Optimization exercise on an open flow, not production practice.
RTL: at most simulated, not proved equivalent.
Function not checked: run 2.
Power: default activity.

[constraint.sdc]
create_clock -name core_clock -period 5.0 [get_ports {axis_aclk}]
set_input_delay 1.0000 -clock core_clock [delete_from_list [all_inputs] [get_ports {axis_aclk}]]
set_output_delay 1.0000 -clock core_clock [all_outputs]
set_load 0.01 [all_outputs]
[config.mk]
export PLATFORM = sky130hd
export DESIGN_NAME = iq_to_fifo_shifted
export DESIGN_NICKNAME = iq_to_fifo_shifted
export VERILOG_FILES = /design/flow/design.v
export SDC_FILE = /design/flow/constraint.sdc
export NUM_CORES = 4
export LEC_CHECK = 0
export CAP_MARGIN = 20
export CORE_MARGIN = 2
export CORE_UTILIZATION = 40
export SLEW_MARGIN = 20
[design.v]
module iq_to_fifo_shifted #
(
    parameter iq_width = 56
)
(
    input wire axis_aclk,
    input wire aresetn,
    input [7:0] distance,
    input s00_axis_i48_tvalid,
    input [iq_width-1 : 0] s00_axis_i48_tdata,
    input s01_axis_q48_tvalid,
    input [iq_width-1 : 0] s01_axis_q48_tdata,
    input s02_axis_i48_sub_tvalid,
    input [iq_width-1 : 0] s02_axis_i48_sub_tdata,
    input s03_axis_q48_sub_tvalid,
    input [iq_width-1 : 0] s03_axis_q48_sub_tdata,
    input s04_axis_i96_tvalid,
    input [31 : 0] s04_axis_i96_tdata,
    input s05_axis_q96_tvalid,
    input [31 : 0] s05_axis_q96_tdata,
    input wire m00_axis_tready,
    output wire [31 : 0] m00_axis_tdata,
    output wire m00_axis_tlast,
    output reg m00_axis_tvalid
);
reg [iq_width-1:0] rx0i, rx0q, rx1i, rx1q;
reg [31:0] rts0i, rts0q, rts1i, rts1q;
reg busy;           
reg have48, have48s, have96;
reg step_96k;
wire collect = ~busy;
always @(posedge axis_aclk) begin
    if (collect && s00_axis_i48_tvalid) begin
        rx0i <= s00_axis_i48_tdata;
        rx0q <= s01_axis_q48_tdata;
    end
    if (collect && s02_axis_i48_sub_tvalid) begin
        rx1i <= s02_axis_i48_sub_tdata;
        rx1q <= s03_axis_q48_sub_tdata;
    end
    if (collect && s04_axis_i96_tvalid && !step_96k) begin
        rts0i <= s04_axis_i96_tdata;
        rts0q <= s05_axis_q96_tdata;
    end
    if (collect && s04_axis_i96_tvalid && step_96k) begin
        rts1i <= s04_axis_i96_tdata;
        rts1q <= s05_axis_q96_tdata;
    end
end
always @(posedge axis_aclk) begin
    if (aresetn == 0) begin
        busy <= 0;
        m00_axis_tvalid <= 0;
        have48 <= 0;
        have48s <= 0;
        have96 <= 0;
        step_96k <= 0;
    end else if (collect) begin
        if (s00_axis_i48_tvalid) have48 <= 1;
        if (s02_axis_i48_sub_tvalid) have48s <= 1;
        if (s04_axis_i96_tvalid) begin
            step_96k <= ~step_96k;
            if (step_96k) have96 <= 1;
        end
        if (have48 && have48s && have96) busy <= 1;
    end else if (m00_axis_tready) begin
        if (!m00_axis_tvalid)
            m00_axis_tvalid <= 1;
        else if (m00_axis_tlast) begin
            m00_axis_tvalid <= 0;
            busy <= 0;
            have48 <= 0;
            have48s <= 0;
            have96 <= 0;
        end
    end
end
reg [3:0] wsel;
reg hi;
always @(posedge axis_aclk) begin
    if (!m00_axis_tvalid) begin
        wsel <= 4'b0001;
        hi <= 1'b0;
    end else if (m00_axis_tready) begin
        wsel <= {wsel[2:0], wsel[3]};
        if (wsel[3]) hi <= ~hi;
    end
end
assign m00_axis_tlast = hi & wsel[3];
wire [iq_width-1:0] sel56 = ({iq_width{wsel[0]}} & rx0i) | ({iq_width{wsel[1]}} & rx0q) |
                            ({iq_width{wsel[2]}} & rx1i) | ({iq_width{wsel[3]}} & rx1q);
wire c0 = ~distance[7] & ~distance[6] & ~distance[5];
wire c1 = ~distance[7] & ~distance[6] &  distance[5];
wire c2 = ~distance[7] &  distance[6] & ~distance[5];
wire [127:0] p = {40'b0, sel56, 32'b0};
wire [62:0] s5 = ({63{c0}} & p[62:0]) | ({63{c1}} & p[94:32]) | ({63{c2}} & p[126:64]);
wire [3:0] e;
assign e[0] = distance[4:3] == 2'd0;
assign e[1] = distance[4:3] == 2'd1;
assign e[2] = distance[4:3] == 2'd2;
assign e[3] = distance[4:3] == 2'd3;
wire [38:0] s3 = ({39{e[0]}} & s5[38:0]) | ({39{e[1]}} & s5[46:8]) |
                 ({39{e[2]}} & s5[54:16]) | ({39{e[3]}} & s5[62:24]);
wire [3:0] f;
assign f[0] = distance[2:1] == 2'd0;
assign f[1] = distance[2:1] == 2'd1;
assign f[2] = distance[2:1] == 2'd2;
assign f[3] = distance[2:1] == 2'd3;
wire [32:0] s1 = ({33{f[0]}} & s3[32:0]) | ({33{f[1]}} & s3[34:2]) |
                 ({33{f[2]}} & s3[36:4]) | ({33{f[3]}} & s3[38:6]);
wire g0 = ~hi & ~distance[0];
wire g1 = ~hi &  distance[0];
wire [3:0] h = {4{hi}} & wsel;
assign m00_axis_tdata = ({32{g0}} & s1[31:0]) | ({32{g1}} & s1[32:1]) |
                        ({32{h[0]}} & rts0i) | ({32{h[1]}} & rts0q) |
                        ({32{h[2]}} & rts1i) | ({32{h[3]}} & rts1q);
endmodule
[run.sh]
#!/bin/bash
# synth_recipe.tcl (not shown) runs the flow's synth.tcl, then flattens the netlist and writes it again
# the make line also repeats each setting of config.mk as NAME=value (left out here)
make -C /OpenROAD-flow-scripts/flow DESIGN_CONFIG=/design/flow/config.mk WORK_HOME=/design/flow/orfs CLKGATE_MAP_FILE= SYNTH_SCRIPT=/design/flow/synth_recipe.tcl finish
==> impl_metrics.toml, run 1 <==
[routing]
wl_per_cell_um = 27.3
vias = 13300
antenna_left = 0
drt_wl_total_um = 61100
avgViaCountPerCell = 5.95
drtIter0Drc = 1246
drc = 0
firstDrtPassIters = 5

[timing]
rsz0062_at_grt = "yes"
fin_ws_ps = -4.24
skew_ps = 23.1
post-route-period-util = 1.00
max_slew_margin = 0.310
hold_violations = 0
final_max_slew_viol_count = 0
fmax_mhz = 200
finalSetupViolCount = 1
finalWorstPathRequiredPeriod_ps = 5000
worst_pin_slew_ps = 1040

[global_route]
grt_start_max_net_pins = 86
grt-ovfl-total = 0
grt_pass1_wl_um = 87600
grtUsageTotal = 0.285
grt_antenna_before_repair = 0
grt_pass1_vias = 13500

[cells_and_area]
utilization = 0.587
nFillCells = 3225
num_antenna_cells = 0
layout.nets = 1993
area_delta_synth_final_pct = 44.5
final_common_cell = "edfxtp_1"
drive_gt1_frac = 0.244
final_cell_mix = "edfxtp_1, clkdlybuf4s50_1, buf_4, a22oi_1, nand2_1"

[synthesis]
async_flop_share = 0
ys_warn_count = 1
synth_nets = 1473
synthFlopType = "edfxtp_1"
syn_area_per_cell_um2 = 13.9
synth.distinct_cells = 63
syn_inst = 1168
synth.largest_area_cell = "edfxtp_1"
synth.area.top_cells = "edfxtp_1, a22oi_1, nand2_1"
syn_area_um2 = 16200
ys_seq_area_frac = 0.665
synth_edf_count = 352
synth_top_area_share = 0.652
ys_seq_elements = 363

[cts]
clockRootBuffer = "clkbuf_16"
max-clock-path-buffers = 3
clk_latency_ps = 560
path_clk_slew_ps = 60
cts_tree = "yes"
cts_buffers = 39
clock-sinks = 363
htreeDepth = 2

[run]
cap_violations = 0

[floorplanning]
die_w_um = 205
rows = 73
ios = 339
core-area_um2 = 39900
dieArea_um2 = 42200
die_y_um = 205
initial_core_util = 0.406

[power]
leakagePower_nw = 8.45
power_density_nw_per_um2 = 314
ir_worst_vdd_mv = 0.286

[worst_setup_path]
crit_required_ps = 4000
crit_type = "input pin to output pin"
start_kind = "input pin"
path_max_fanout = 6
critPathArrivalTime_ps = 4000
worstSetupEndpointType = "output pin"

[place]
pre_cts_ws_ps = -532
gp_congestion = 0.977
port_buffers = 335
hpwl_um = 46100

[min_path]
min_path_type = "flip-flop to flip-flop"

[outcome]
violatedChecks = "setup timing"
run_status = "complete, but fails checks"
## per-stage QoR
step / hold WS, ps / setup TNS (ps) / instances / instance area [µm²] / total power, mW
after floorplan: 441 / 0 / 1168 / 16200 / 3.99
after global placement: 462 / -11350 / 2155 / 21600 / 4.58
after detailed placement: 467 / -11170 / 2155 / 21600 / 4.59
after CTS: 480 / -166 / 2229 / 23200 / 7.38
after global routing: 493 / -314 / 2240 / 23400 / 7.58
final: 474 / -4.24 / 2240 / 23400 / 7.37
## synth_stat cells (3+ instances only)
library cell and count:
a211o_1 4, a211oi_1 18, a211oi_2 3, a21oi_1 53, a21oi_2 3, a221o_1 20
a221oi_1 32, a22o_1 17, a22oi_1 227, a32oi_1 9, and2_1 7, buf_1 6
buf_2 23, buf_4 7, buf_6 3, clkbuf_1 48, clkinv_1 3, dfxtp_1 11
edfxtp_1 352, mux2i_1 40, mux4_2 8, nand2_1 109, nand2b_1 3, nand3_1 10
nand4_1 8, nor2_1 32, nor2_2 3, nor2b_1 9, nor3_1 6, o211ai_1 8
o21ai_0 9, o21ai_1 7, o221ai_1 4, o22ai_1 21, o31ai_1 7
## area by class of cell
cell class / instances / area (µm²) / area share
Inverter: 5 / 18.8 / 0.000801
Timing Repair Buffer: 566 / 5220 / 0.223
Clock buffer: 49 / 1030 / 0.0441
Clock inverter: 19 / 183 / 0.00779
Tap cell: 525 / 657 / 0.0280
Sequential cell: 363 / 10800 / 0.461
Multi-Input combinational cell: 713 / 5530 / 0.236
## per-layer routing
layer,vias up,share of wire,global-route usage
met4,0,0.020,0.0722
met2,596,0.47,0.456
met5,-,0,0
li1,5910,-,-
met3,83,0.067,0.0436
met1,6739,0.44,0.406
## critical path: stages
cell and delay (ps):
clkdlybuf4s50_1 450, buf_4 180, buf_4 140, nor3b_4 270, buf_4 190, clkbuf_16 150
buf_4 110, a22o_1 190, mux4_2 360, mux2i_4 100, mux4_2 490, o21ai_1 140
clkdlybuf4s15_2 230
## worst paths after layout
check	start	depth (start not counted)	endpoint	slack, ps
worst max-delay path	distance[6]	13	m00_axis_tdata[21]	-4
worst min-delay path	have96$_SDFFE_PN0P_	2	have96$_SDFFE_PN0P_	470
worst max register to register	busy$_SDFF_PN0_	3	rts1i[26]$_DFFE_PP_	2850
worst min register to register	have96$_SDFFE_PN0P_	2	have96$_SDFFE_PN0P_	470
## kinds of logic after synthesis
logic type                Yosys count  synth area share
AOI/OAI and AO/OA                 460             0.212
DFF                               363             0.665
and+or+nand+nor                   203            0.0595
buffers and inverters              92            0.0261
muxes                              49            0.0365
xor gates and xnor gates            1          0.000540
## repair_timing
action | in CTS | in global routing
pin swaps | 18 | 17
hold buffers | 0 | 0
gates cloned | 0 | 2
resized for setup | 117 | 47
setup endpoints to repair | 32 | 29
buffers inserted | 6 | 9
## where the power goes
group	internal [mW]	switching, mW	leakage [nW]
Combinational	0.505	0.502	4.38
Clock	1.62	1.16	0.593
Sequential	3.53	0.0451	3.48
Total	5.66	1.71	8.45
## state kept, by name (all words and copies together), names as in the netlist
register / count
have96: 1
have48: 1
hi: 1
rts1i: 32
rts1q: 32
rx1i: 56
rts0i: 32
step_96k: 1
busy: 1
wsel: 4
rx0q: 56
m00_axis_tvalid: 1
rx1q: 56
have48s: 1
rts0q: 32
rx0i: 56
==> run 2, diff against run 1 <==
--- a/design.v
+++ b/design.v
@@ -89,27 +89,30 @@
 assign m00_axis_tlast = hi & wsel[3];
 wire [iq_width-1:0] sel56 = ({iq_width{wsel[0]}} & rx0i) | ({iq_width{wsel[1]}} & rx0q) |
                             ({iq_width{wsel[2]}} & rx1i) | ({iq_width{wsel[3]}} & rx1q);
-wire c0 = ~distance[7] & ~distance[6] & ~distance[5];
-wire c1 = ~distance[7] & ~distance[6] &  distance[5];
-wire c2 = ~distance[7] &  distance[6] & ~distance[5];
+reg c0, c1, c2, d0;
+reg [3:0] e, f;
+always @(posedge axis_aclk) begin
+    c0 <= ~distance[7] & ~distance[6] & ~distance[5];
+    c1 <= ~distance[7] & ~distance[6] &  distance[5];
+    c2 <= ~distance[7] &  distance[6] & ~distance[5];
+    e[0] <= distance[4:3] == 2'd0;
+    e[1] <= distance[4:3] == 2'd1;
+    e[2] <= distance[4:3] == 2'd2;
+    e[3] <= distance[4:3] == 2'd3;
+    f[0] <= distance[2:1] == 2'd0;
+    f[1] <= distance[2:1] == 2'd1;
+    f[2] <= distance[2:1] == 2'd2;
+    f[3] <= distance[2:1] == 2'd3;
+    d0 <= distance[0];
+end
 wire [127:0] p = {40'b0, sel56, 32'b0};
 wire [62:0] s5 = ({63{c0}} & p[62:0]) | ({63{c1}} & p[94:32]) | ({63{c2}} & p[126:64]);
-wire [3:0] e;
-assign e[0] = distance[4:3] == 2'd0;
-assign e[1] = distance[4:3] == 2'd1;
-assign e[2] = distance[4:3] == 2'd2;
-assign e[3] = distance[4:3] == 2'd3;
 wire [38:0] s3 = ({39{e[0]}} & s5[38:0]) | ({39{e[1]}} & s5[46:8]) |
                  ({39{e[2]}} & s5[54:16]) | ({39{e[3]}} & s5[62:24]);
-wire [3:0] f;
-assign f[0] = distance[2:1] == 2'd0;
-assign f[1] = distance[2:1] == 2'd1;
-assign f[2] = distance[2:1] == 2'd2;
-assign f[3] = distance[2:1] == 2'd3;
 wire [32:0] s1 = ({33{f[0]}} & s3[32:0]) | ({33{f[1]}} & s3[34:2]) |
                  ({33{f[2]}} & s3[36:4]) | ({33{f[3]}} & s3[38:6]);
-wire g0 = ~hi & ~distance[0];
-wire g1 = ~hi &  distance[0];
+wire g0 = ~hi & ~d0;
+wire g1 = ~hi &  d0;
 wire [3:0] h = {4{hi}} & wsel;
 assign m00_axis_tdata = ({32{g0}} & s1[31:0]) | ({32{g1}} & s1[32:1]) |
                         ({32{h[0]}} & rts0i) | ({32{h[1]}} & rts0q) |
==> flow/run.sh (new file) <==
#!/bin/bash
# Standard layout (standard.sh, all steps), with two changes:
#  - the port buffers are made from the smallest buffer cell;
#  - clock tree: larger sink clusters driven by clkbuf_16, no dummy loads.
cat standard.sh > standard_sh_copy.log
export BUFFER_PORTS_ARGS="-buffer_cell sky130_fd_sc_hd__buf_1"
export CTS_ARGS="-sink_clustering_enable -repair_clock_nets -dont_use_dummy_load -sink_clustering_size 30 -sink_clustering_max_diameter 60 -buf_list sky130_fd_sc_hd__clkbuf_16"
bash standard.sh > standard.log 2>&1
==> standard.sh (new file) <==
#!/bin/bash
# synth_recipe.tcl (not shown) runs the flow's synth.tcl, then flattens the netlist and writes it again
# the make line also repeats each setting of config.mk as NAME=value (left out here)
make -C /OpenROAD-flow-scripts/flow DESIGN_CONFIG=/design/flow/config.mk WORK_HOME=/design/flow/orfs CLKGATE_MAP_FILE= SYNTH_SCRIPT=/design/flow/synth_recipe.tcl "${@:-finish}"
--- a/config.mk
+++ b/config.mk
@@ -5,7 +5,7 @@
 export SDC_FILE = /design/flow/constraint.sdc
 export NUM_CORES = 4
 export LEC_CHECK = 0
-export CAP_MARGIN = 20
+export CAP_MARGIN = 0
 export CORE_MARGIN = 2
-export CORE_UTILIZATION = 40
-export SLEW_MARGIN = 20
+export CORE_UTILIZATION = 60
+export SLEW_MARGIN = 0
removed: run.sh
==> run 2 against run 1 <==
  * Global-route usage up 4.6 points
  * Wire length down 19%
  * Critical endpoint is now m00_axis_tdata[18]
  * The run now finishes clean
  * Utilization up 11 points
  * Register-to-register slack worse by 450 ps
  * First-iteration DRC count up 42%
==> impl_metrics.toml, run 2 <==
[outcome]
run_status = "no timing/DRC/antenna violations"

[timing]
tns_ps = 0
post-route-period-util = 0.987
final_max_slew_viol_count = 0
rsz0062_at_grt = "no"
max_slew_margin = 0.179
finalSetupViolCount = 0
skew_ps = 36.5
hold_violations = 0
fmax_mhz = 203
worst_pin_slew_ps = 1230
finalWorstPathRequiredPeriod_ps = 4940
whs_ps = 500

[floorplanning]
core-area_um2 = 27600
initial_core_util = 0.605
ios = 339
die_w_um = 171
die_y_um = 171
rows = 61
dieArea_um2 = 29200

[synthesis]
synth_top_cells_by_count = "edfxtp_1, a21oi_1, a22oi_1"
synth.distinct_cells = 44
syn_area_um2 = 16700
async_flop_share = 0
ys_warn_count = 1
ys_seq_area_frac = 0.660
syn_area_per_cell_um2 = 14.3
synth_top_area_share = 0.633
synth.most_common_cell = "edfxtp_1"
syn_inst = 1168
synth_nets = 1473
synth_edf_count = 352
synthFlopType = "edfxtp_1"
synth.area.top_cells = "edfxtp_1, a21oi_1, a2111oi_2"
ys_seq_elements = 375
synth.largest_area_cell = "edfxtp_1"

[routing]
wl_per_cell_um = 26.3
drtIter0Drc = 1770
firstDrtPassIters = 9
vias = 12500
antenna_left = 0
drc = 0
drt_wl_total_um = 49400
avgViaCountPerCell = 6.66

[cells_and_area]
final_common_cell = "edfxtp_1"
nFillCells = 2007
utilization = 0.695
area_delta_synth_final_pct = 14.9
final_cell_mix = "edfxtp_1, buf_1, a21oi_1, a22oi_1, a22o_1"
drive_gt1_frac = 0.123
num_antenna_cells = 0
layout.nets = 1806
final_cells = 1877

[global_route]
met2_usage = 0.523
grt_pass1_vias = 11800
grtUsageTotal = 0.330
gr-usage-met1 = 0.465
grt-ovfl-total = 0
grt_pass1_wl_um = 71300
grt_busiest_layer = "met2"
grt_antenna_before_repair = 0
grt_start_max_net_pins = 74
gr-usage-met3 = 0.0583

[worst_setup_path]
reg2reg_from = "wsel[3]$_SDFFE_PN0P_"
r2r_slack_ps = 2400
reg2regPathDepth = 5
worstSetupEndpointType = "output pin"
slowest_delay_ps = 590
start_kind = "flip-flop"
critPathArrivalTime_ps = 3940
crit_required_ps = 4000
critPathSlowestCell = "dfxtp_2"
critical_path.reg2reg.endpoint = "have48s$_SDFFE_PN0P_"
crit_type = "flip-flop to output pin"
crit_top_cell = "a2111oi_2"
path_max_fanout = 34
path_cells = "buf_4 > a22oi_1 > a21oi_1 > a2111oi_2 > nand2_1 > a2111oi_2 > o221ai_1 > buf_1"

[power]
power_density_nw_per_um2 = 315
ir_worst_vdd_mv = 0.352
leakagePower_nw = 6.05

[cts]
htreeDepth = 1
cts_buffers = 26
clockRootBuffer = "clkbuf_16"
path_clk_slew_ps = 70
holdBufCountCts = 0
cts_tree = "yes"
clk_latency_ps = 560
clock-sinks = 375
max-clock-path-buffers = 3

[place]
dpl.cell_count = 1843
port_buffers = 335
hpwl_um = 35800
gp_congestion = 0.994

[min_path]
min_path_type = "flip-flop to flip-flop"
min-delay-start = "m00_axis_tvalid$_SDFFE_PN0P_"
hold_depth = 1
hold_end = "wsel[0]$_SDFFE_PN1P_"

[run]
cap_violations = 0
==> run 2: cell families (layout without fill, tap and decap cells) <==
| family | count (synthesis) | in the layout | synth area share |
|---|---|---|---|
| buffers and inverters | 91 | 422 | 0.0284 |
| xor gates and xnor gates | 1 | 1 | 0.000524 |
| muxes | 3 | 3 | 0.00180 |
| and+or+nand+nor | 143 | 143 | 0.0400 |
| AOI/OAI and AO/OA | 555 | 555 | 0.269 |
| DFF | 375 | 375 | 0.660 |
==> run 2: repair_timing <==
item	4_1_cts	5_1_grt
buffers inserted	0	8
endpoints found under the setup margin	0	21
gates resized for setup	0	6
==> run 2: per-stage QoR <==
step / instance area [µm²] / setup slack, ps / total power, mW
floorplan: 16700 / 622 / 4.00
global placement: 18400 / 757 / 4.22
detailed placement: 18400 / 672 / 4.24
CTS: 19100 / 87.5 / 6.05
global route: 19200 / 2.93 / 6.21
finish: 19200 / 64.0 / 6.04
==> run 2: power breakdown <==
group	switching, mW	internal (mW)	total, mW
sequential	0.0715	3.63	3.70
combinational	0.312	0.174	0.486
clock	0.937	0.914	1.85
total	1.32	4.72	6.04
==> run 2: worst max-delay path by stage <==
stage                         start                 end  depth (start not counted)
3_3_place_gp   wsel[3]$_SDFFE_PN0P_   m00_axis_tdata[8]                          8
4_1_cts        wsel[3]$_SDFFE_PN0P_   m00_axis_tdata[8]                          8
2_1_floorplan   s00_axis_i48_tvalid   rx0i[0]$_DFFE_PP_                          1
3_5_place_dp   wsel[2]$_SDFFE_PN0P_   m00_axis_tdata[8]                          8
5_1_grt        wsel[3]$_SDFFE_PN0P_  m00_axis_tdata[24]                          8
6_report       wsel[3]$_SDFFE_PN0P_  m00_axis_tdata[18]                          8
==> run 2: routing by layer <==
| layer | share of wire | vias up | wire length [µm] |
|---|---|---|---|
| li1 | - | 5526 | - |
| met5 | 0 | - | 0 |
| met1 | 0.40 | 6011 | 19500 |
| met2 | 0.46 | 820 | 22600 |
| met4 | 0.043 | 0 | 2130 |
| met3 | 0.10 | 138 | 5150 |
==> run 2: final cells by class <==
type                            count  area (µm²)  area share
Multi-Input combinational cell    702        5290       0.276
Sequential cell                   375       11000       0.575
Timing Repair Buffer              392        1720      0.0898
Tap cell                          378         473      0.0246
Clock buffer                       26         651      0.0339
Inverter                            4        15.0    0.000782
==> run 2: worst max-delay path, delay by kind of cell, from the launching register on <==
family                 cells  cell delay (ps)
buffers and inverters      2              480
AND/OR/NAND/NOR            1              260
flip-flops                 1              590
AO/OA/AOI/OAI              5             2040
==> run 3, diff against run 2 <==
--- a/design.v
+++ b/design.v
@@ -89,30 +89,27 @@
 assign m00_axis_tlast = hi & wsel[3];
 wire [iq_width-1:0] sel56 = ({iq_width{wsel[0]}} & rx0i) | ({iq_width{wsel[1]}} & rx0q) |
                             ({iq_width{wsel[2]}} & rx1i) | ({iq_width{wsel[3]}} & rx1q);
-reg c0, c1, c2, d0;
-reg [3:0] e, f;
-always @(posedge axis_aclk) begin
-    c0 <= ~distance[7] & ~distance[6] & ~distance[5];
-    c1 <= ~distance[7] & ~distance[6] &  distance[5];
-    c2 <= ~distance[7] &  distance[6] & ~distance[5];
-    e[0] <= distance[4:3] == 2'd0;
-    e[1] <= distance[4:3] == 2'd1;
-    e[2] <= distance[4:3] == 2'd2;
-    e[3] <= distance[4:3] == 2'd3;
-    f[0] <= distance[2:1] == 2'd0;
-    f[1] <= distance[2:1] == 2'd1;
-    f[2] <= distance[2:1] == 2'd2;
-    f[3] <= distance[2:1] == 2'd3;
-    d0 <= distance[0];
-end
+wire c0 = ~distance[7] & ~distance[6] & ~distance[5];
+wire c1 = ~distance[7] & ~distance[6] &  distance[5];
+wire c2 = ~distance[7] &  distance[6] & ~distance[5];
 wire [127:0] p = {40'b0, sel56, 32'b0};
 wire [62:0] s5 = ({63{c0}} & p[62:0]) | ({63{c1}} & p[94:32]) | ({63{c2}} & p[126:64]);
+wire [3:0] e;
+assign e[0] = distance[4:3] == 2'd0;
+assign e[1] = distance[4:3] == 2'd1;
+assign e[2] = distance[4:3] == 2'd2;
+assign e[3] = distance[4:3] == 2'd3;
 wire [38:0] s3 = ({39{e[0]}} & s5[38:0]) | ({39{e[1]}} & s5[46:8]) |
                  ({39{e[2]}} & s5[54:16]) | ({39{e[3]}} & s5[62:24]);
+wire [3:0] f;
+assign f[0] = distance[2:1] == 2'd0;
+assign f[1] = distance[2:1] == 2'd1;
+assign f[2] = distance[2:1] == 2'd2;
+assign f[3] = distance[2:1] == 2'd3;
 wire [32:0] s1 = ({33{f[0]}} & s3[32:0]) | ({33{f[1]}} & s3[34:2]) |
                  ({33{f[2]}} & s3[36:4]) | ({33{f[3]}} & s3[38:6]);
-wire g0 = ~hi & ~d0;
-wire g1 = ~hi &  d0;
+wire g0 = ~hi & ~distance[0];
+wire g1 = ~hi &  distance[0];
 wire [3:0] h = {4{hi}} & wsel;
 assign m00_axis_tdata = ({32{g0}} & s1[31:0]) | ({32{g1}} & s1[32:1]) |
                         ({32{h[0]}} & rts0i) | ({32{h[1]}} & rts0q) |
==> flow/run.sh (replaced) <==
#!/bin/bash
# Standard layout (the standard.sh, all steps), with three changes:
#  - synthesis maps the logic with an area-oriented ABC script (abc_area_nf.script);
#    everything else in synthesis is the standard flow's own script;
#  - the port buffers are made from the smallest buffer cell;
#  - clock tree: larger sink clusters driven by clkbuf_8, no dummy loads.
set -euo pipefail
cat standard.sh > standard_sh_copy.log
export AREA_ABC_SCRIPT="$PWD/flow/abc_area_nf.script"
export BUFFER_PORTS_ARGS="-buffer_cell sky130_fd_sc_hd__buf_1"
export CTS_ARGS="-sink_clustering_enable -repair_clock_nets -dont_use_dummy_load -sink_clustering_size 20 -sink_clustering_max_diameter 45 -buf_list sky130_fd_sc_hd__clkbuf_8"
sed "s#SYNTH_SCRIPT=[^ ]*#SYNTH_SCRIPT=$PWD/flow/synth_area.tcl#" standard.sh > standard_area.sh
grep -q "SYNTH_SCRIPT=$PWD/flow/synth_area.tcl" standard_area.sh
bash standard_area.sh > standard.log 2>&1
==> flow/abc_area_nf.script (new file) <==
&get -n
&st
&dch -f
&nf -R 1000
&put
==> flow/synth_area.tcl (new file) <==
proc synth {args} { yosys synth -nofsm -noshare {*}$args }
# Map the logic with an area-oriented ABC script instead of ORFS's speed script.
proc abc {args} {
  set i [lsearch -exact $args -script]
  if { $i >= 0 && [string match {*/abc_*.script} [lindex $args [expr {$i + 1}]]] } {
    lset args [expr {$i + 1}] $::env(AREA_ABC_SCRIPT)
  }
  yosys abc {*}$args
}
source $::env(SCRIPTS_DIR)/synth.tcl
# left out here: clear keep_hierarchy, flatten, clean up, hide names made inside functions, write 1_2_yosys.v
==> run 3 against run 2 <==
  * Worst hold slack worse by 37 ps
  * Total power shrank 7.4%
  * Wire length is 22% lower
  * Still clean on timing, DRC and antenna
  * Clock power is 19% lower
  * Critical endpoint is now m00_axis_tdata[13]
==> impl_metrics.toml, run 3 <==
[synthesis]
synth.area.top_cells = "edfxtp_1, nand2_1, a222oi_1"
yosys.area_share.simple = 0.0898
synth_compound_area_frac = 0.172
ys_seq_area_frac = 0.736
synth.distinct_cells = 32
syn_area_per_cell_um2 = 14.4
synth.most_common_cell = "edfxtp_1"
ys_warn_count = 1
synth_top_cells_by_count = "edfxtp_1, nand2_1, o22ai_1"
synth_nets = 1319
ys_seq_elements = 363
synthFlopType = "edfxtp_1"
synth_edf_count = 352
synth_xor_area_frac = 0
muxShareOfSynthArea = 0.000683
synthAdderAreaFrac = 0
synth_top_area_share = 0.721
async_flop_share = 0
synth_top_family_by_area = "compound AO/OA/AOI/OAI gates"
synth.largest_area_cell = "edfxtp_1"
syn_area_um2 = 14700
syn_inst = 1014

[place]
port_buffers = 335
hpwl_um = 26500
dpl.cell_count = 1714
gp_congestion = 0.922

[cts]
max-clock-path-buffers = 3
clockRootBuffer = "clkbuf_8"
path_clk_slew_ps = 70
htreeDepth = 2
cts_buffers = 35
cts_tree = "yes"
clk_latency_ps = 560
clock-sinks = 363

[cells_and_area]
area_delta_synth_final_pct = 18.7
final_cell_mix = "edfxtp_1, buf_1, nand2_1, o22ai_1, a222oi_1"
num_antenna_cells = 0
layout.nets = 1732
final_common_cell = "edfxtp_1"
drive_gt1_frac = 0.0800
final_cells = 1749

[floorplanning]
initial_core_util = 0.606
die_w_um = 160
ios = 339
dieArea_um2 = 25700
core-area_um2 = 24200
rows = 57
die_y_um = 160

[power]
leakagePower_nw = 5.58
ir_worst_vdd_mv = 0.268
netSwitchingFraction = 0.222
seqPwrFrac = 0.641
power_density_nw_per_um2 = 321
power.internal_mw = 4.35
pwr-share-comb = 0.093
clock_power_share = 0.266
p_sw_mw = 1.24

[global_route]
grt_antenna_before_repair = 0
grt_pass1_wl_um = 57600
grt-ovfl-total = 0
grt_start_max_net_pins = 72
grt_pass1_vias = 10600
grtUsageTotal = 0.293

[worst_setup_path]
crit_type = "flip-flop to output pin"
critPathTopFamily = "compound AO/OA/AOI/OAI gates"
crit_top_cell = "o22ai_1"
start_kind = "flip-flop"
path_max_fanout = 29
critPathArrivalTime_ps = 3840
path_cells = "buf_12 > a222oi_1 > nand2_1 > a22oi_1 > o22ai_1 > nor2_1 > o22ai_1 > a221oi_1 > o22ai_1 > a221oi_1 > nand3_1 > buf_1"
critPathSlowestCell = "a222oi_1"
crit_required_ps = 4000
worstSetupEndpointType = "output pin"
worstPathBufferInverterCount = 2
slowest_delay_ps = 430

[min_path]
min_path_type = "flip-flop to flip-flop"

[timing]
finalSetupViolCount = 0
final_max_slew_viol_count = 0
post-route-period-util = 0.969
hold_violations = 0
skew_ps = 67.2
fmax_mhz = 206
worst_pin_slew_ps = 1070
finalWorstPathRequiredPeriod_ps = 4840
max_slew_margin = 0.283
whs_ps = 463

[routing]
vias = 11000
wl_per_cell_um = 21.9
antenna_left = 0
drt_wl_total_um = 38300
avgViaCountPerCell = 6.29
drtIter0Drc = 1324
drc = 0
firstDrtPassIters = 6

[run]
cap_violations = 0

[outcome]
run_status = "no timing/DRC/antenna violations"
-- run 3: cell count changes after synthesis, sizes merged, moves of 28 or more --
cell     change
a21oi      -163
nand2      +145
o22ai       +91
a22oi       -84
a2111oi     -59
a21boi      -51
clkbuf      -50
a22o        -43
a222oi      +42
buf         -37
a221oi      +29
o221ai      -28
-- run 3: metrics by stage --
stage	total power, mW	TNS [ps]	utilization	setup WS, ps	cell area [µm²]
floorplan	3.91	0	-	165	14700
global placement	4.13	0	0.693	254	16800
detailed placement	4.15	0	0.693	208	16800
CTS	5.61	0	0.713	10.5	17200
global route	5.78	-57.3	0.719	-55.6	17400
finish	5.59	0	0.719	157	17400
-- run 3: cells by family (layout without fill, tap and decap cells) --
kind of cell | after synthesis | in the layout
buffers and inverters | 3 | 414
AO/OA/AOI/OAI | 329 | 329
AND/OR/NAND/NOR | 318 | 318
multiplexers | 1 | 1
flip-flops | 363 | 363
-- run 3: final timing paths --
kind                   startpoint             endpoint  slack, ps  cells past startpoint
max          wsel[1]$_SDFFE_PN0P_   m00_axis_tdata[13]        160                     12
min           have48$_SDFFE_PN0P_      busy$_SDFF_PN0_        460                      2
max reg2reg       busy$_SDFF_PN0_  rts1q[16]$_DFFE_PP_       2960                      3
min reg2reg   have48$_SDFFE_PN0P_      busy$_SDFF_PN0_        460                      2
-- run 3: what timing repair did --
item | 4_1_cts | 5_1_grt
endpoints found under the setup margin | 5 | 25
hold buffers | 0 | 0
setup buffers | 0 | 0
gates resized for setup | 3 | 31
pin swaps | 0 | 4
-- run 3: final cells by class --
class	instances	area, µm²
Sequential cell	363	10800
Timing Repair Buffer	376	1650
Inverter	3	11.3
Tap cell	324	405
Multi-Input combinational cell	648	4040
Fill cell	1718	6790
Clock buffer	35	482
-- run 3: worst min-delay path, cell delays in order (launching register included) --
cell and delay, ps:
dfxtp_1 310, nand4_1 70, nand2_1 50
-- run 3: layer usage --
metal  global-route usage  share of wire  vias to the layer above  routed length, µm
met5                    0              0                        -                  0
met4               0.0811          0.021                        0                801
li1                     -              -                     5070                  -
met1                0.411           0.40                     5275              15400
met2                0.481           0.48                      593              18500
met3               0.0512          0.095                       63               3650
-- run 3: power by group through the flow --
stage	Sequential [mW]	Clock [mW]	Combinational, mW
floorplan	3.65	0	0.263
global placement	3.64	0	0.492
detailed placement	3.65	0	0.503
CTS	3.58	1.52	0.506
global route	3.59	1.62	0.567
finish	3.58	1.49	0.520
==> run 4, diff against run 3 <==
==> flow/run.sh (replaced) <==
#!/bin/bash
# Standard layout (the standard.sh, all steps), with three changes:
#  - synthesis maps the logic with an area-oriented ABC script (abc_area_nf.script);
#    everything else in synthesis is the standard flow's own script;
#  - the port buffers are made from the smallest buffer cell;
#  - clock tree: larger sink clusters driven by clkbuf_16, no dummy loads.
set -euo pipefail
cat standard.sh > standard_sh_copy.log
export AREA_ABC_SCRIPT="$PWD/flow/abc_area_nf.script"
export BUFFER_PORTS_ARGS="-buffer_cell sky130_fd_sc_hd__buf_1"
export CTS_ARGS="-sink_clustering_enable -repair_clock_nets -dont_use_dummy_load -sink_clustering_size 40 -sink_clustering_max_diameter 60 -buf_list sky130_fd_sc_hd__clkbuf_16"
sed "s#SYNTH_SCRIPT=[^ ]*#SYNTH_SCRIPT=$PWD/flow/synth_area.tcl#" standard.sh > standard_area.sh
grep -q "SYNTH_SCRIPT=$PWD/flow/synth_area.tcl" standard_area.sh
bash standard_area.sh > standard.log 2>&1
--- a/config.mk
+++ b/config.mk
@@ -8,4 +8,5 @@
 export CAP_MARGIN = 0
 export CORE_MARGIN = 2
 export CORE_UTILIZATION = 60
+export GPL_TIMING_DRIVEN = 0
 export SLEW_MARGIN = 0
==> run 4 against run 3 <==
  * Die area unchanged
  * Count of clock-buffer cells in the layout down 9
  * Critical path type unchanged
  * Flip-flop and latch count unchanged
  * Still clean on timing, DRC and antenna
==> impl_metrics.toml, run 4 <==
[cells_and_area]
final_area_um2 = 17600
final_cell_mix = "edfxtp_1, buf_1, nand2_1, o22ai_1, a222oi_1"
area_delta_synth_final_pct = 20.1
layout.nets = 1708
drive_gt1_frac = 0.0714
final_common_cell = "edfxtp_1"

[outcome]
run_status = "no timing/DRC/antenna violations"

[routing]
drc = 0
vias = 11100
antenna_left = 0
wl_per_cell_um = 22.3
firstDrtPassIters = 6
drtIter0Drc = 1688
drt_wl_total_um = 38500
avgViaCountPerCell = 6.45

[timing]
worst_pin_slew_ps = 1210
tns_ps = 0
final_max_slew_viol_count = 0
finalWorstPathRequiredPeriod_ps = 4870
post-route-period-util = 0.975
fmax_mhz = 205
skew_ps = 35.1
finalSetupViolCount = 0
hold_violations = 0
max_slew_margin = 0.193
rsz0062_at_grt = "yes"

[min_path]
min_path_type = "flip-flop to flip-flop"

[power]
power_density_nw_per_um2 = 337
power.internal_mw = 4.64
netSwitchingFraction = 0.217
pwr-share-comb = 0.089
clock_power_share = 0.308
ir_worst_vdd_mv = 0.364
seqPwrFrac = 0.604
leakagePower_nw = 5.61
p_sw_mw = 1.29

[place]
port_buffers = 335
gp_congestion = 0.903
placed_cell_area_um2 = 16700
hpwl_um = 26300

[worst_setup_path]
path_max_fanout = 38
crit_type = "flip-flop to output pin"
crit_top_cell = "a222oi_1"
critPathTopFamily = "compound AO/OA/AOI/OAI gates"
start_kind = "flip-flop"
path_cells = "buf_12 > a222oi_1 > nand2_1 > a22o_1 > a221o_1 > a222oi_1 > a21boi_2 > o22ai_2 > a221oi_2 > nand3_1 > buf_1"
slowest_delay_ps = 450
critPathArrivalTime_ps = 3870
crit_required_ps = 4000
worstPathBufferInverterCount = 2
worstSetupEndpointType = "output pin"
critPathSlowestCell = "dfxtp_4"

[synthesis]
ys_seq_elements = 363
synthFlopType = "edfxtp_1"
synth_top_cells_by_count = "edfxtp_1, nand2_1, o22ai_1"
syn_inst = 1014
ys_warn_count = 1
synth.largest_area_cell = "edfxtp_1"
ys_seq_area_frac = 0.736
synth.most_common_cell = "edfxtp_1"
syn_area_per_cell_um2 = 14.4
synth_nets = 1319
synth.area.top_cells = "edfxtp_1, nand2_1, a222oi_1"
synth_top_area_share = 0.721
synth.distinct_cells = 32
syn_area_um2 = 14700
synth_edf_count = 352
async_flop_share = 0

[floorplanning]
core-area_um2 = 24200
ios = 339
die_y_um = 160
die_w_um = 160
dieArea_um2 = 25700
initial_core_util = 0.606
rows = 57

[global_route]
grt-ovfl-total = 0
grt_pass1_vias = 10600
grtUsageTotal = 0.294
grt_pass1_wl_um = 57800
grt_start_max_net_pins = 67
grt_antenna_before_repair = 0

[cts]
cts_buffers = 26
path_clk_slew_ps = 70
cts_tree = "yes"
clk_latency_ps = 540
max-clock-path-buffers = 3
htreeDepth = 1
clock-sinks = 363
clockRootBuffer = "clkbuf_16"

[run]
cap_violations = 0
run 4: cell types whose count changed in the layout (fill, tap and decap cells not counted), sizes merged:
| cell | before | now |
|---|---|---|
| diode | 0 | 1 |
| clkbuf | 35 | 26 |
| buf | 376 | 361 |
run 4: timing repair:
| item | in CTS | in global routing |
|---|---|---|
| setup endpoints to repair | 25 | 26 |
| setup buffers | 0 | 8 |
| hold buffers | 0 | 0 |
| gates resized for setup | 23 | 26 |
| pin swaps | 1 | 7 |
| hold endpoints to repair | 0 | 0 |
run 4: path summary, 6_finish.rpt:
check / start / endpoint / slack (ps) / cells after the start
worst max-delay path: wsel[1]$_SDFFE_PN0P_ / m00_axis_tdata[8] / 130 / 11
worst min-delay path: have48s$_SDFFE_PN0P_ / have48s$_SDFFE_PN0P_ / 480 / 1
worst max register to register: busy$_SDFF_PN0_ / rx0i[5]$_DFFE_PP_ / 2860 / 4
worst min register to register: have48s$_SDFFE_PN0P_ / have48s$_SDFFE_PN0P_ / 480 / 1
run 4: through the flow:
| stage | power [mW] | cells | util | hold WS (ps) | worst slack, ps |
|---|---|---|---|---|---|
| floorplan | 3.91 | 1014 | - | 436 | 165 |
| global placement | 4.12 | 1673 | 0.675 | 451 | -1350 |
| detailed placement | 4.15 | 1691 | 0.691 | 460 | -473 |
| CTS | 5.94 | 1717 | 0.721 | 485 | 5.62 |
| global route | 6.12 | 1725 | 0.728 | 505 | -68.6 |
| finish | 5.93 | 1726 | 0.728 | 483 | 126 |
run 4: layer usage:
| layer | part of all wire | vias up | routed length, µm | global-route usage |
|---|---|---|---|---|
| met5 | 0 | - | 0 | 0 |
| met4 | 0.030 | 0 | 1170 | 0.0839 |
| met3 | 0.10 | 81 | 4010 | 0.0629 |
| met2 | 0.48 | 644 | 18500 | 0.489 |
| met1 | 0.38 | 5374 | 14800 | 0.397 |
| li1 | - | 5033 | - | - |
run 4: cells by family after synthesis:
logic type             share of synthesized area
flip-flops                                 0.736
AO/OA/AOI/OAI                              0.172
AND/OR/NAND/NOR                           0.0898
buffers and inverters                   0.000769
multiplexers                            0.000683
run 4: power groups by stage:
stage	logic, mW	registers (mW)	clock network (mW)
detailed placement	0.500	3.65	0
global placement	0.460	3.66	0
floorplan	0.263	3.65	0
CTS	0.510	3.58	1.85
global route	0.571	3.59	1.96
finish	0.526	3.58	1.82
run 4: worst reg2reg max path, cell delays in order (launching register included):
cell     delay (ps)
dfxtp_1         410
nor2b_4         580
buf_12          290
buf_12          250
buf_12          270
run 4: final cells by class:
| class | instances | area (µm²) |
|---|---|---|
| Antenna cell | 1 | 2.50 |
| Timing Repair Buffer | 361 | 1660 |
| Inverter | 3 | 11.3 |
| Multi-Input combinational cell | 648 | 4070 |
| Sequential cell | 363 | 10800 |
| Tap cell | 324 | 405 |
| Clock buffer | 26 | 651 |
| Fill cell | 1670 | 6580 |
==> run 5, diff against run 4 <==
--- a/flow/run.sh
+++ b/flow/run.sh
@@ -8,7 +8,7 @@
 cat standard.sh > standard_sh_copy.log
 export AREA_ABC_SCRIPT="$PWD/flow/abc_area_nf.script"
 export BUFFER_PORTS_ARGS="-buffer_cell sky130_fd_sc_hd__buf_1"
-export CTS_ARGS="-sink_clustering_enable -repair_clock_nets -dont_use_dummy_load -sink_clustering_size 40 -sink_clustering_max_diameter 60 -buf_list sky130_fd_sc_hd__clkbuf_16"
+export CTS_ARGS="-sink_clustering_enable -repair_clock_nets -dont_use_dummy_load -sink_clustering_size 30 -sink_clustering_max_diameter 60 -buf_list {sky130_fd_sc_hd__clkbuf_8 sky130_fd_sc_hd__clkbuf_16}"
 sed "s#SYNTH_SCRIPT=[^ ]*#SYNTH_SCRIPT=$PWD/flow/synth_area.tcl#" standard.sh > standard_area.sh
 grep -q "SYNTH_SCRIPT=$PWD/flow/synth_area.tcl" standard_area.sh
 bash standard_area.sh > standard.log 2>&1
--- a/config.mk
+++ b/config.mk
@@ -8,5 +8,4 @@
 export CAP_MARGIN = 0
 export CORE_MARGIN = 2
 export CORE_UTILIZATION = 60
-export GPL_TIMING_DRIVEN = 0
 export SLEW_MARGIN = 0
==> run 5 against run 4 <==
  * Global-route usage down 0.43 points
  * Die area unchanged
  * Final area decreased by 1.0%
  * Area after synthesis unchanged
  * Sequential power is essentially flat
  * Flip-flop and latch count did not move
  * Fmax increased by 1.1%
  * Critical path type is now input pin to output pin
  * Largest cell class unchanged
==> impl_metrics.toml, run 5 <==
[place]
gp_congestion = 0.922
hpwl_um = 26500
port_buffers = 335

[floorplanning]
die_y_um = 160
core-area_um2 = 24200
rows = 57
ios = 339
die_w_um = 160
dieArea_um2 = 25700
initial_core_util = 0.606

[global_route]
grt_start_max_net_pins = 72
grt_pass1_wl_um = 57100
grt_pass1_vias = 10500
grt-ovfl-total = 0
grt_antenna_before_repair = 0
grtUsageTotal = 0.290

[worst_setup_path]
critPathSlowestCell = "a211oi_1"
cp-startpoint = "distance[7]"
crit_top_cell = "buf_4"
start_kind = "input pin"
reg2regPathDepth = 3
worstSetupEndpointType = "output pin"
reg2reg_from = "busy$_SDFF_PN0_"
path_max_fanout = 11
r2r_slack_ps = 2930
path_cells = "buf_1 > nor3b_2 > buf_4 > buf_4 > a22oi_1 > o22ai_1 > a211oi_1 > buf_4 > nor2_1 > a211oi_1 > o22ai_1 > a221oi_2 > nand3_1 > buf_1"
crit_type = "input pin to output pin"
slowest_delay_ps = 380
critical_path.reg2reg.endpoint = "rts1i[7]$_DFFE_PP_"
critPathArrivalTime_ps = 3820
crit_required_ps = 4000

[synthesis]
syn_area_per_cell_um2 = 14.4
synth_nets = 1319
async_flop_share = 0
synth_edf_count = 352
synth.distinct_cells = 32
ys_seq_elements = 363
synth_top_cells_by_count = "edfxtp_1, nand2_1, o22ai_1"
syn_area_um2 = 14700
ys_seq_area_frac = 0.736
synth_top_area_share = 0.721
synth.most_common_cell = "edfxtp_1"
synth.area.top_cells = "edfxtp_1, nand2_1, a222oi_1"
ys_warn_count = 1
synth.largest_area_cell = "edfxtp_1"
synthFlopType = "edfxtp_1"
syn_inst = 1014

[routing]
wl_per_cell_um = 21.9
routed-wl-met2_um = 18500
drtIter0Drc = 1384
drt_wl_total_um = 38000
firstDrtPassIters = 6
top_layer = "met4"
antenna_left = 0
drc = 0
avgViaCountPerCell = 6.26
vias = 10900
dr_wl_met3_um = 3550
wl_met1_um = 15200

[outcome]
run_status = "no timing/DRC/antenna violations"

[timing]
hold_violations = 0
finalSetupViolCount = 0
final_max_slew_viol_count = 0
max_slew_margin = 0.301
tns_ps = 0
rsz0062_at_grt = "yes"
skew_ps = 35.6
fmax_mhz = 207
whs_ps = 465
post-route-period-util = 0.965
finalWorstPathRequiredPeriod_ps = 4820
worst_pin_slew_ps = 1050

[min_path]
hold_end = "busy$_SDFF_PN0_"
min-delay-start = "have96$_SDFFE_PN0P_"
min_path_type = "flip-flop to flip-flop"
hold_depth = 2

[cells_and_area]
final_cell_mix = "edfxtp_1, buf_1, nand2_1, o22ai_1, a222oi_1"
area_delta_synth_final_pct = 18.9
layout.nets = 1719
final_common_cell = "edfxtp_1"
drive_gt1_frac = 0.0680
num_antenna_cells = 0

[power]
power_density_nw_per_um2 = 329
ir_worst_vdd_mv = 0.310
leakagePower_nw = 5.58

[cts]
cts_buffers = 22
clk_latency_ps = 530
path_clk_slew_ps = 90
cts_tree = "yes"
holdBufCountCts = 0
htreeDepth = 1
max-clock-path-buffers = 3
clockRootBuffer = "clkbuf_16"
clock-sinks = 363

[run]
cap_violations = 0
==> run 5: power breakdown <==
part	leakage (nW)	internal, mW	switching, mW
sequential	3.48	3.53	0.0456
clock	0.271	0.781	0.847
combinational	1.83	0.189	0.330
==> run 5: cell families (layout without fill, tap and decap cells) <==
group,count (synthesis),after routing,share of synthesized area
buf+inv,3,401,0.000769
mux,1,1,0.000683
flops,363,363,0.736
simple gates,318,318,0.0898
compound gates,329,329,0.172
==> run 5: routing by layer <==
layer | GRT usage | vias to the layer above
li1 | - | 5053
met3 | 0.0442 | 57
met4 | 0.0745 | 0
met1 | 0.408 | 5195
met5 | 0 | -
met2 | 0.482 | 566
==> run 5: repair_timing <==
item,4_1_cts,5_1_grt
gates resized for setup,2,26
gates cloned,0,0
endpoints found under the setup margin,3,23
setup buffers,0,0
pin swaps,0,3
==> run 5: layout make-up <==
type                            instances  area [µm²]
Clock buffer                           22         551
Fill cell                            1691        6760
Inverter                                3        11.3
Multi-Input combinational cell        648        4010
Sequential cell                       363       10800
Tap cell                              324         405
Timing Repair Buffer                  376        1650
==> run 5: how the worst max path moves through the flow <==
stage / end / cells after the start
finish: m00_axis_tdata[5] / 14
CTS: m00_axis_tdata[5] / 12
global route: m00_axis_tdata[10] / 13
global placement: m00_axis_tdata[22] / 12
floorplan: m00_axis_tdata[6] / 10
detailed placement: m00_axis_tdata[15] / 11
==> run 5: metrics by stage <==
step            util  power (mW)  instances  instance area (µm²)  setup slack (ps)
2_1_floorplan      -        3.91       1014                14700               165
3_3_place_gp   0.693        4.13       1714                16800               254
3_5_place_dp   0.693        4.15       1714                16800               208
4_1_cts        0.716        5.74       1736                17300              10.2
5_1_grt        0.721        5.91       1736                17400             -30.0
6_report       0.721        5.73       1736                17400               177
==> run 5: worst max-delay path, delay by kind of cell <==
kind	cells	cell delay [ps]
compound gates	6	1620
buf+inv	5	920
simple gates	3	290
==> run 6, diff against run 5 <==
--- a/flow/run.sh
+++ b/flow/run.sh
@@ -8,7 +8,7 @@
 cat standard.sh > standard_sh_copy.log
 export AREA_ABC_SCRIPT="$PWD/flow/abc_area_nf.script"
 export BUFFER_PORTS_ARGS="-buffer_cell sky130_fd_sc_hd__buf_1"
-export CTS_ARGS="-sink_clustering_enable -repair_clock_nets -dont_use_dummy_load -sink_clustering_size 30 -sink_clustering_max_diameter 60 -buf_list {sky130_fd_sc_hd__clkbuf_8 sky130_fd_sc_hd__clkbuf_16}"
+export CTS_ARGS="-sink_clustering_enable -repair_clock_nets -dont_use_dummy_load -sink_clustering_size 36 -sink_clustering_max_diameter 70 -buf_list sky130_fd_sc_hd__clkbuf_16"
 sed "s#SYNTH_SCRIPT=[^ ]*#SYNTH_SCRIPT=$PWD/flow/synth_area.tcl#" standard.sh > standard_area.sh
 grep -q "SYNTH_SCRIPT=$PWD/flow/synth_area.tcl" standard_area.sh
 bash standard_area.sh > standard.log 2>&1
==> run 6 against run 5 <==
  * Critical path depth unchanged
  * Total power down 3.3%
  * Clock power decreased by 12%
  * Largest power group unchanged
  * Area after synthesis unchanged
  * Sequential power about the same
  * Highest routed layer unchanged
  * Fmax fell by 0.33%
  * Wire length increased by 0.18%
  * Utilization down 0.57 points
  * Count of clock-buffer cells in the layout shrank 5
==> impl_metrics.toml, run 6 <==
[power]
seqPwrFrac = 0.646
leakagePower_nw = 5.51
pwr-share-comb = 0.093
netSwitchingFraction = 0.217
ir_worst_vdd_mv = 0.295
p_sw_mw = 1.20
power_density_nw_per_um2 = 320
power.internal_mw = 4.33
clock_power_share = 0.260

[global_route]
grtUsageTotal = 0.291
grt_antenna_before_repair = 0
grt-ovfl-total = 0
grt_pass1_wl_um = 57300
grt_start_max_net_pins = 72
grt_pass1_vias = 10500

[worst_setup_path]
crit_type = "input pin to output pin"
critical_path.reg2reg.endpoint = "rts1i[7]$_DFFE_PP_"
start_kind = "input pin"
reg2regPathDepth = 3
reg2reg_from = "busy$_SDFF_PN0_"
critPathTopFamily = "compound AO/OA/AOI/OAI gates"
critPathArrivalTime_ps = 3840
worstPathBufferInverterCount = 5
path_max_fanout = 11
path_cells = "buf_1 > nor3b_2 > buf_4 > buf_4 > a22oi_1 > o22ai_1 > a211oi_1 > buf_4 > nor2_1 > a211oi_1 > o22ai_1 > a221oi_1 > nand3_1 > buf_1"
critPathSlowestCell = "a211oi_1"
slowest_delay_ps = 370
crit_required_ps = 4000
worstSetupEndpointType = "output pin"
r2r_slack_ps = 2930
crit_top_cell = "buf_4"

[min_path]
hold_depth = 2
hold_end = "busy$_SDFF_PN0_"
min_path_type = "flip-flop to flip-flop"
min-delay-start = "have48$_SDFFE_PN0P_"

[place]
placed_cell_area_um2 = 16800
hpwl_um = 26500
port_buffers = 335
gp_congestion = 0.922
dpl.cell_count = 1714

[run]
cap_violations = 0

[outcome]
run_status = "no timing/DRC/antenna violations"

[timing]
fmax_mhz = 207
post-route-period-util = 0.968
max_slew_margin = 0.303
hold_violations = 0
final_max_slew_viol_count = 0
finalWorstPathRequiredPeriod_ps = 4840
skew_ps = 39.0
worst_pin_slew_ps = 1040
finalSetupViolCount = 0

[floorplanning]
die_w_um = 160
initial_core_util = 0.606
ios = 339
rows = 57
dieArea_um2 = 25700
die_y_um = 160
core-area_um2 = 24200

[synthesis]
ys_seq_area_frac = 0.736
synth.distinct_cells = 32
async_flop_share = 0
synth.largest_area_cell = "edfxtp_1"
syn_area_per_cell_um2 = 14.4
syn_inst = 1014
synth_edf_count = 352
synth_nets = 1319
synth_top_area_share = 0.721
synthFlopType = "edfxtp_1"
synth.most_common_cell = "edfxtp_1"
syn_area_um2 = 14700
ys_warn_count = 1
synth_top_cells_by_count = "edfxtp_1, nand2_1, o22ai_1"
synth.area.top_cells = "edfxtp_1, nand2_1, a222oi_1"
ys_seq_elements = 363

[cts]
htreeDepth = 1
cts_buffers = 17
postCtsSetupBuffers = 0
cts_tree = "yes"
holdBufCountCts = 0
clock-sinks = 363
clockRootBuffer = "clkbuf_16"
clk_latency_ps = 510
max-clock-path-buffers = 3
path_clk_slew_ps = 90

[routing]
drt_wl_total_um = 38100
wl_per_cell_um = 22.0
drc = 0
vias = 10900
wl_met1_um = 15000
firstDrtPassIters = 9
drtIter0Drc = 1281
top_layer = "met4"
avgViaCountPerCell = 6.31
dr_wl_met3_um = 3750
routed-wl-met2_um = 18500
antenna_left = 0

[cells_and_area]
area_delta_synth_final_pct = 18.0
drive_gt1_frac = 0.0633
final_cell_mix = "edfxtp_1, buf_1, nand2_1, o22ai_1, a222oi_1"
final_area_um2 = 17300
layout.nets = 1714
num_antenna_cells = 0
final_common_cell = "edfxtp_1"
utilization = 0.715
final_cells = 1731
## run 6: cell families after synthesis
| logic type | Yosys count | share of synthesized area |
|---|---|---|
| AOI/OAI and AO/OA | 329 | 0.172 |
| buffers and inverters | 3 | 0.000769 |
| DFF | 363 | 0.736 |
| muxes | 1 | 0.000683 |
| and+or+nand+nor | 318 | 0.0898 |
## run 6: layout make-up
cell class	count	area (µm²)
Sequential cell	363	10800
Timing Repair Buffer	376	1650
Multi-Input combinational cell	648	3990
Tap cell	324	405
Clock buffer	17	425
Fill cell	1708	6890
Inverter	3	11.3
## run 6: power by group through the flow
| stage | Clock [mW] | Combinational [mW] | Sequential, mW |
|---|---|---|---|
| after floorplan | 0 | 0.263 | 3.65 |
| after global placement | 0 | 0.492 | 3.64 |
| after detailed placement | 0 | 0.503 | 3.65 |
| after CTS | 1.46 | 0.505 | 3.58 |
| after global routing | 1.56 | 0.564 | 3.59 |
| final | 1.44 | 0.517 | 3.58 |
## run 6: how the worst max path moves through the flow
stage          cells after the start  slack (ps)                  to                  from
6_report                          14         160   m00_axis_tdata[6]           distance[7]
5_1_grt                           14         -30   m00_axis_tdata[6]           distance[7]
2_1_floorplan                     10         160   m00_axis_tdata[6]           distance[7]
4_1_cts                           12           3  m00_axis_tdata[23]  wsel[1]$_SDFFE_PN0P_
3_5_place_dp                      11         210  m00_axis_tdata[15]           distance[4]
3_3_place_gp                      12         250  m00_axis_tdata[22]           distance[7]
## run 6: worst min-delay path: stages, from the launching register on
cell and delay, ps:
dfxtp_1 320, nand4_1 70, nand2_1 50
## run 6: per-stage QoR
| stage | TNS, ps | setup slack, ps | total power [mW] | hold WS [ps] |
|---|---|---|---|---|
| floorplan | 0 | 165 | 3.91 | 436 |
| global placement | 0 | 254 | 4.13 | 451 |
| detailed placement | 0 | 208 | 4.15 | 460 |
| CTS | 0 | 3.14 | 5.55 | 470 |
| global route | -56.8 | -29.5 | 5.72 | 495 |
| finish | 0 | 161 | 5.54 | 467 |
## run 6: routing by layer
metal / up-vias / track usage
met1: 5232 / 0.409
li1: 5042 / -
met3: 56 / 0.0429
met2: 588 / 0.486
met4: 0 / 0.0737
met5: - / 0
## run 6: what timing repair did
action	4_1_cts	5_1_grt
resized for setup	0	26
endpoints found under the setup margin	0	25
hold endpoints to repair	0	0
==> run 7, diff against run 6 <==
--- a/flow/run.sh
+++ b/flow/run.sh
@@ -8,7 +8,7 @@
 cat standard.sh > standard_sh_copy.log
 export AREA_ABC_SCRIPT="$PWD/flow/abc_area_nf.script"
 export BUFFER_PORTS_ARGS="-buffer_cell sky130_fd_sc_hd__buf_1"
-export CTS_ARGS="-sink_clustering_enable -repair_clock_nets -dont_use_dummy_load -sink_clustering_size 36 -sink_clustering_max_diameter 70 -buf_list sky130_fd_sc_hd__clkbuf_16"
+export CTS_ARGS="-sink_clustering_enable -repair_clock_nets -dont_use_dummy_load -sink_clustering_size 30 -sink_clustering_max_diameter 60 -buf_list sky130_fd_sc_hd__clkbuf_16"
 sed "s#SYNTH_SCRIPT=[^ ]*#SYNTH_SCRIPT=$PWD/flow/synth_area.tcl#" standard.sh > standard_area.sh
 grep -q "SYNTH_SCRIPT=$PWD/flow/synth_area.tcl" standard_area.sh
 bash standard_area.sh > standard.log 2>&1
==> run 7 against run 6 <==
  * Final area increased by 0.80%
  * Total power increased by 3.4%
  * Fmax increased by 0.33%
  * Clock skew decreased by 3.4 ps
  * Critical path depth unchanged
  * Global-route usage decreased by 0.12 points
  * Largest power group unchanged
  * Non-clock buffer count unchanged
  * Worst hold slack got worse by 1.3 ps
==> impl_metrics.toml, run 7 <==
[cts]
path_clk_slew_ps = 90
clockRootBuffer = "clkbuf_16"
clk_latency_ps = 530
holdBufCountCts = 0
cts_tree = "yes"
htreeDepth = 1
clock-sinks = 363
postCtsSetupBuffers = 0
max-clock-path-buffers = 3
cts_buffers = 22

[timing]
fmax_mhz = 207
finalWorstPathRequiredPeriod_ps = 4820
tns_ps = 0
worst_pin_slew_ps = 1050
final_max_slew_viol_count = 0
finalSetupViolCount = 0
post-route-period-util = 0.965
hold_violations = 0
skew_ps = 35.6
fin_ws_ps = 177
rsz0062_at_grt = "yes"
max_slew_margin = 0.301

[floorplanning]
die_y_um = 160
rows = 57
die_w_um = 160
initial_core_util = 0.606
core-area_um2 = 24200
dieArea_um2 = 25700
ios = 339

[cells_and_area]
drive_gt1_frac = 0.0680
final_cell_mix = "edfxtp_1, buf_1, nand2_1, o22ai_1, a222oi_1"
final_cells = 1736
layout.nets = 1719
final_common_cell = "edfxtp_1"
num_antenna_cells = 0
area_delta_synth_final_pct = 18.9

[power]
clock_power_share = 0.284
pwr-share-comb = 0.091
leakagePower_nw = 5.58
power.internal_mw = 4.50
seqPwrFrac = 0.625
power_density_nw_per_um2 = 329
ir_worst_vdd_mv = 0.310
netSwitchingFraction = 0.213
p_sw_mw = 1.22

[worst_setup_path]
path_max_fanout = 11
critPathArrivalTime_ps = 3820
start_kind = "input pin"
reg2regPathDepth = 3
worstSetupEndpointType = "output pin"
crit_required_ps = 4000
crit_type = "input pin to output pin"

[outcome]
run_status = "no timing/DRC/antenna violations"

[synthesis]
syn_inst = 1014
synth.area.top_cells = "edfxtp_1, nand2_1, a222oi_1"
async_flop_share = 0
synth.most_common_cell = "edfxtp_1"
synth_nets = 1319
synth_edf_count = 352
syn_area_um2 = 14700
ys_seq_area_frac = 0.736
synthFlopType = "edfxtp_1"
synth.largest_area_cell = "edfxtp_1"
ys_warn_count = 1
synth_top_area_share = 0.721
synth.distinct_cells = 32
synth_top_cells_by_count = "edfxtp_1, nand2_1, o22ai_1"
syn_area_per_cell_um2 = 14.4
ys_seq_elements = 363

[routing]
avgViaCountPerCell = 6.26
dr_wl_met3_um = 3550
drt_wl_total_um = 38000
drtIter0Drc = 1384
drc = 0
routed-wl-met2_um = 18500
vias = 10900
wl_per_cell_um = 21.9
antenna_left = 0
wl_met1_um = 15200
top_layer = "met4"
firstDrtPassIters = 6

[place]
port_buffers = 335
gp_congestion = 0.922
pre_cts_ws_ps = 208
dpl.cell_count = 1714
hpwl_um = 26500

[run]
cap_violations = 0

[global_route]
grt_pass1_wl_um = 57100
grt_start_max_net_pins = 72
grt_antenna_before_repair = 0
grtUsageTotal = 0.290
grt_pass1_vias = 10500
grt-ovfl-total = 0

[min_path]
hold_depth = 2
min_path_type = "flip-flop to flip-flop"
-- run 7: cell types whose count changed in the layout (fill, tap and decap cells not counted), sizes merged --
cell    change
clkbuf      +5
-- run 7: worst paths after layout --
| kind | from | end | slack, ps |
|---|---|---|---|
| worst min register to register | have96$_SDFFE_PN0P_ | busy$_SDFF_PN0_ | 470 |
| worst max register to register | busy$_SDFF_PN0_ | rts1i[7]$_DFFE_PP_ | 2930 |
| worst min-delay path | have96$_SDFFE_PN0P_ | busy$_SDFF_PN0_ | 470 |
| worst max-delay path | distance[7] | m00_axis_tdata[5] | 180 |
-- run 7: critical path, cell delays in order --
cell      delay [ps]
buf_1            210
nor3b_2          140
buf_4            210
buf_4            180
a22oi_1          300
o22ai_1          130
a211oi_1         280
buf_4            190
nor2_1            40
a211oi_1         380
o22ai_1          250
a221oi_2         280
nand3_1          110
buf_1            130
-- run 7: power groups by stage --
stage	logic, mW	clock network [mW]	registers [mW]
6_report	0.518	1.63	3.58
5_1_grt	0.564	1.75	3.59
4_1_cts	0.505	1.66	3.58
3_5_place_dp	0.503	0	3.65
3_3_place_gp	0.492	0	3.64
2_1_floorplan	0.263	0	3.65
-- run 7: cell type report --
class,count,area [µm²]
Sequential cell,363,10800
Fill cell,1691,6760
Multi-Input combinational cell,648,4010
Timing Repair Buffer,376,1650
Clock buffer,22,551
Tap cell,324,405
Inverter,3,11.3
-- run 7: repair_timing --
item	4_1_cts	5_1_grt
resized for setup	2	26
pin swaps	0	3
endpoints found under the setup margin	3	23
gates cloned	0	0
-- run 7: metal layers --
layer / track usage / vias to the layer above
met5: 0 / -
met4: 0.0745 / 0
met3: 0.0442 / 57
met2: 0.482 / 566
met1: 0.408 / 5195
li1: - / 5053
-- run 7: kinds of logic (layout without fill, tap and decap cells) --
family,count (synthesis),after routing,share of synthesized area
compound gates,329,329,0.172
buf+inv,3,401,0.000769
simple gates,318,318,0.0898
flops,363,363,0.736
mux,1,1,0.000683
-- run 7: metrics by stage --
step / instance area, µm² / power (mW) / util / hold WS [ps]
2_1_floorplan: 14700 / 3.91 / - / 436
3_3_place_gp: 16800 / 4.13 / 0.693 / 451
3_5_place_dp: 16800 / 4.15 / 0.693 / 460
4_1_cts: 17300 / 5.74 / 0.716 / 470
5_1_grt: 17400 / 5.91 / 0.721 / 487
6_report: 17400 / 5.73 / 0.721 / 465
==> run 8, diff against run 7 <==
==> flow/abc_area_nf.script (replaced) <==
strash
dch -f
amap -F 1000 -A 1000
topo
==> run 8 against run 7 <==
  * The layout now fails its checks (setup timing)
  * Highest routed layer is now met5
  * Area after synthesis shrank 0.36%
  * Count of clock-buffer cells in the layout stayed put
  * First-iteration DRC count up 39%
  * Clock skew grew 1.1 ps
  * Sequential power about the same
  * Wire length increased by 2.4%
  * Final cell count down 3.5%
  * Largest cell class unchanged
  * Die area down 0.35%
  * Fmax is 6.1% lower
==> impl_metrics.toml, run 8 <==
[outcome]
run_status = "complete, but fails checks"
violatedChecks = "setup timing"

[synthesis]
synth_top_cells_by_count = "edfxtp_1, a222oi_1, nand2_1"
async_flop_share = 0
synth_xor_area_frac = 0
synth.most_common_cell = "edfxtp_1"
syn_inst = 926
syn_area_um2 = 14600
synth_top_area_share = 0.724
syn_area_per_cell_um2 = 15.8
synth_nets = 1231
synthAdderAreaFrac = 0
synth.largest_area_cell = "edfxtp_1"
ys_seq_elements = 363
muxShareOfSynthArea = 0
synth.distinct_cells = 28
yosys.area_share.simple = 0.0352
synthFlopType = "edfxtp_1"
synth_compound_area_frac = 0.209
ys_seq_area_frac = 0.739
synth.area.top_cells = "edfxtp_1, a222oi_1, a21boi_0"
synth_top_family_by_area = "compound AO/OA/AOI/OAI gates"
ys_warn_count = 1
synth_edf_count = 352

[floorplanning]
dieArea_um2 = 25600
core-area_um2 = 24100
die_y_um = 160
rows = 57
initial_core_util = 0.606
die_w_um = 160
ios = 339

[timing]
whs_ps = 480
post-route-period-util = 1.03
finalSetupViolCount = 11
worst_pin_slew_ps = 1190
fin_ws_ps = -134
max_slew_margin = 0.205
hold_violations = 0
fmax_mhz = 195
rsz0062_at_grt = "yes"
finalWorstPathRequiredPeriod_ps = 5130
skew_ps = 36.7
final_max_slew_viol_count = 0

[worst_setup_path]
worstSetupEndpointType = "output pin"
worstPathBufferInverterCount = 3
reg2reg_from = "busy$_SDFF_PN0_"
start_kind = "flip-flop"
path_cells = "buf_12 > a222oi_1 > a21boi_2 > o22ai_1 > a222oi_1 > o21ai_1 > buf_4 > a222oi_1 > o21ai_1 > a222oi_1 > o21ai_1 > a221o_1 > buf_1"
critPathArrivalTime_ps = 4130
crit_required_ps = 4000
slowest_delay_ps = 460
critPathTopFamily = "compound AO/OA/AOI/OAI gates"
crit_type = "flip-flop to output pin"
crit_top_cell = "a222oi_1"
cp-startpoint = "wsel[0]$_SDFFE_PN1P_"
critPathSlowestCell = "a222oi_1"
path_max_fanout = 39

[place]
hpwl_um = 27100
gp_congestion = 0.909
port_buffers = 335
pre_cts_ws_ps = -88.4

[global_route]
grt_start_max_net_pins = 94
grt_antenna_before_repair = 2
grt-ovfl-total = 0
grt_pass1_wl_um = 58800
grtUsageTotal = 0.295
grt_pass1_vias = 10600

[cts]
cts_tree = "yes"
path_clk_slew_ps = 90
clockRootBuffer = "clkbuf_16"
htreeDepth = 1
holdBufCountCts = 0
max-clock-path-buffers = 3
clock-sinks = 363
clk_latency_ps = 510
cts_buffers = 22

[power]
leakagePower_nw = 5.72
power.internal_mw = 4.54
power_mw = 5.78
power_density_nw_per_um2 = 327
clock_power_share = 0.285
ir_worst_vdd_mv = 0.290
netSwitchingFraction = 0.216
pwr-share-comb = 0.097
p_sw_mw = 1.25
seqPwrFrac = 0.619

[run]
cap_violations = 0

[cells_and_area]
final_cell_mix = "edfxtp_1, buf_1, a222oi_1, nand2_1, clkinv_1"
area_delta_synth_final_pct = 21.3
layout.nets = 1658
num_antenna_cells = 0
final_common_cell = "edfxtp_1"
drive_gt1_frac = 0.113

[routing]
drtIter0Drc = 1928
vias = 10900
drt_wl_total_um = 38900
avgViaCountPerCell = 6.52
firstDrtPassIters = 14
wl_per_cell_um = 23.3
drc = 0
antenna_left = 0

[min_path]
min-delay-start = "have48s$_SDFFE_PN0P_"
min_path_type = "flip-flop to flip-flop"
==> run 8: cell families after synthesis <==
kind of cell | after synthesis
compound gates | 373
flops | 363
simple gates | 126
buf+inv | 64
==> run 8: through the flow <==
step            util  cells  setup TNS (ps)  area (µm²)
6_report       0.734   1675            -729       17700
5_1_grt        0.734   1675           -4190       17700
4_1_cts        0.731   1670            -383       17600
3_5_place_dp   0.697   1630            -217       16800
3_3_place_gp   0.697   1630               0       16800
2_1_floorplan      -    926         -338070       14600
==> run 8: cell type report <==
class | count | area (µm²)
sequential | 363 | 10800
fill | 1697 | 6400
multi-input combinational | 499 | 3790
timing repair buffer | 403 | 1920
clock buffer | 22 | 551
tap | 324 | 405
inverter | 64 | 240
==> run 8: worst register-to-register path: stages (launching register included) <==
cell and delay, ps:
dfxtp_1 370, clkinv_1 100, nand2_1 100, nor2_4 810
buf_4 410
==> run 8: what timing repair did <==
item	CTS	global route
endpoints found under the setup margin	23	23
buffers inserted	18	5
resized for setup	100	38
pin swaps	24	53
==> run 8: worst paths after layout <==
check	to	slack (ps)	cells past startpoint
worst max register to register	rts0q[10]$_DFFE_PP_	2870	4
worst min-delay path	have48s$_SDFFE_PN0P_	480	1
worst max-delay path	m00_axis_tdata[23]	-130	13
worst min register to register	have48s$_SDFFE_PN0P_	480	1
==> run 8: power groups by stage <==
stage	combinational [mW]	sequential (mW)	clock, mW
after floorplan	0.271	3.65	0
after global placement	0.506	3.63	0
after detailed placement	0.518	3.64	0
after CTS	0.546	3.58	1.67
after global routing	0.608	3.59	1.77
final	0.559	3.58	1.65
==> run 8: metal layers <==
layer / track usage / part of all wire
met1: 0.407 / 0.39
met2: 0.501 / 0.49
met5: 0 / 0.00072
met4: 0.0504 / 0.015
met3: 0.0618 / 0.10
